This design comes from an exercise in tuning for small area and a short achievable clock period on the open sky130 flow, not from production work.
No activity file was given, so power comes from the tool's default toggle rates.

## run 1
Design fused_multiply_add, start of the top module:
module fused_multiply_add
(
     input                                   clk
   , input                                   rst
   , input                                   cntrl_load
   , input        [31:0]                     cntrl_init
   , input                                   pass
   , input        [15:0]                     m
   , input        [15:0]                     x
   , input        [15:0]                     c
   , output logic                            y_valid_r
   , output logic [31:0]                     y_w
);
Size: about 970 cells after synthesis, ~77 flip-flops, about 120 I/O pins, ~10000 um^2 of cells after synthesis.
Settings: LEC_CHECK=0, ABC_AREA=1, CAP_MARGIN=20, CORE_MARGIN=2, CORE_UTILIZATION=60, CTS_BUF_LIST=sky130_fd_sc_hd__clkbuf_8, SETUP_SLACK_MARGIN=3.4, SLEW_MARGIN=20, SYNTH_HIERARCHICAL=1, SYNTH_MINIMUM_KEEP_SIZE=0; clock period 8.0 ns.
standard.sh (not shown) runs the stock make flow with config.mk's settings and CLKGATE_MAP_FILE= SYNTH_SCRIPT=/design/flow/synth_recipe.tcl, a recipe that flattens the netlist after the stock synthesis.
==> flow/flow/run.sh <==
#!/bin/bash
# The standard layout (standard.sh), with two changes:
#  - synthesis maps logic with ABC's &nf mapper (flow/abc_map.script) in place of
#    ORFS's abc_area.script, which maps XOR-heavy logic to NAND2 trees;
#  - the port buffers are plain buf_1 cells instead of the default choice.
set -u
WORK=$(pwd)
rm -rf "$WORK/scripts"
cp -r "$FLOW_HOME/scripts" "$WORK/scripts"
cp "$WORK/flow/abc_map.script" "$WORK/scripts/abc_area.script"
export SCRIPTS_DIR="$WORK/scripts"
export BUFFER_PORTS_ARGS="-buffer_cell sky130_fd_sc_hd__buf_1"
bash standard.sh > standard.log 2>&1
==> flow/flow/abc_map.script <==
strash
&get -n
&fraig -x
&put
scorr
dc2
strash
&get -n
&dch -f
&nf -R 1000
&put
For run 2, these inputs were changed with respect to run 1:
Settings: a change of SETUP_SLACK_MARGIN from 3.4 to 3.7.
==> flow/flow/abc_map.script <==
strash
&get -n
&fraig -x
&put
scorr
dc2
dretime
strash
&get -n
&dch -f
&nf {D}
&put
==> comparison <==
- Looking at the reports, run 2 completed the entire flow and the layout it produced met the timing, design-rule and antenna checks.
- Run 2 — number of antenna diodes 1 lower, run 1 as reference
- Number of standard cells after synthesis for run 2: about 1.5% down relative to run 1
- In the flow results for run 2 and run 1, the post-synth net total is smaller on run 2.
- Delta (run 2 minus run 1): power density relative to cell area moved down, maximum cell stage delay along the critical path moved up, post-placement cell count moved down.
- Of the two values seen for start point of the critical path, ys_r[15] was produced by run 2 and m[1] by run 1.
- Between run 2 and run 1, it is run 2 whose data-path buffer share of cell area in the final layout is higher, by 4.1 points.
Inputs modified between run 2 and run 3:
Settings: swapping 60 for 72 in CORE_UTILIZATION; swapping 3.7 for 3.4 in SETUP_SLACK_MARGIN.
==> comparison <==
Run 3 completed every stage of the flow, and the final layout passed the timing, design-rule and antenna checks.
Looking at capture point of the worst path, the y_w[27] result is from run 2; the y_w[31] one comes from run 3.
Between run 3 and run 2, it is run 3 whose number of detailed-route iterations in the first pass is lower, by 1.
Comparing register share of the cell area for run 2 and run 3, the smaller number came from run 2.
Measured against run 3, the total length of routed met2 wires of run 2 comes out at 1.13 times the reference value.
The run showing the greater routed metal-1 wire length is run 2.
Diff run 2 -> run 3: total power per unit cell area went up about 7%; leakage component of the power went down about 11%; overall power after layout went down about 4%.
#### Input delta (run 4 over run 3)
Settings: CAP_MARGIN now 5, was 20; SLEW_MARGIN now 5, was 20; CORE_UTILIZATION now 60, was 72.
--- outcome ---
Cmp run 4 vs run 3: non-clock buffer area fraction after layout higher in run 4
The lower worst hold slack came out of run 3.
In the metrics for run 4 and run 3, the one carrying the higher x dimension of the die is run 4.
From run 3 to run 4 the numbers moved as follows: filler-free cell count of the finished design picked up an extra 50, layout clock buffer count picked up an extra 2, via total after detailed routing lost 2.1%.
Input-level comparison between run 5 and run 4:
Settings: SLEW_MARGIN changed from 5 to 20; CAP_MARGIN changed from 5 to 20; SETUP_SLACK_MARGIN changed from 3.4 to 3.55.
Results
The worst hold slack of run 5 is lower than that of run 4. Where peak supply drop is concerned, run 4 is better than run 5. Taking run 4 as the reference, in run 5 ratio of final minimum period to clock period went down, wire length on met3 went up by 540 um, number of nets produced by synthesis has remained practically unchanged. Going from run 4 to run 5, internal power grew by a few percent. Setup slack after layout: run 5 and run 4 compared, higher one is run 5. Relative to run 4, fraction of area in clock buffers and inverters has decreased by 0.48 points in run 5.
Function was not checked in any run of this note: the RTL went through the layout flow alone.

-- afterwards: timing with drivers on the ports --
Ports are ideal in the flow. The routed layouts listed here were re-timed in OpenROAD.
Step 1 assumes that a clkbuf_16 drives the clock port and a buf_2 every other input.
Step 2 moves the port delays by t, midway between the first and last clock arrival at a register: inputs arrive t later, outputs are due t later. That takes back most of the time a late clock gives input paths.
a / b / c = no drivers / after step 1 / after step 2; a / b = the first two.
| run | shift t [ns] | setup WS [ns] | slew at the worst register clock pin (ns) | worst data-port slew with drivers (ns) |
|---|---|---|---|---|
| run 1 | 0.433 | 3.450 / 3.439 / 3.038 | 0.09 / 0.09 | 0.07 |
| run 2 | 0.416 | 3.546 / 3.503 / 3.124 | 0.09 / 0.09 | 0.15 |
| run 3 | 0.430 | 3.484 / 3.444 / 3.054 | 0.09 / 0.09 | 0.08 |
| run 4 | 0.419 | 3.500 / 3.458 / 3.076 | 0.09 / 0.09 | 0.08 |
| run 5 | 0.409 | 3.563 / 3.522 / 3.175 | 0.09 / 0.09 | 0.12 |
After both steps every run listed still meets setup and hold. The setup slack of run 3, which loses most, moves by -0.040 ns with the drivers and by -0.430 ns with both steps.
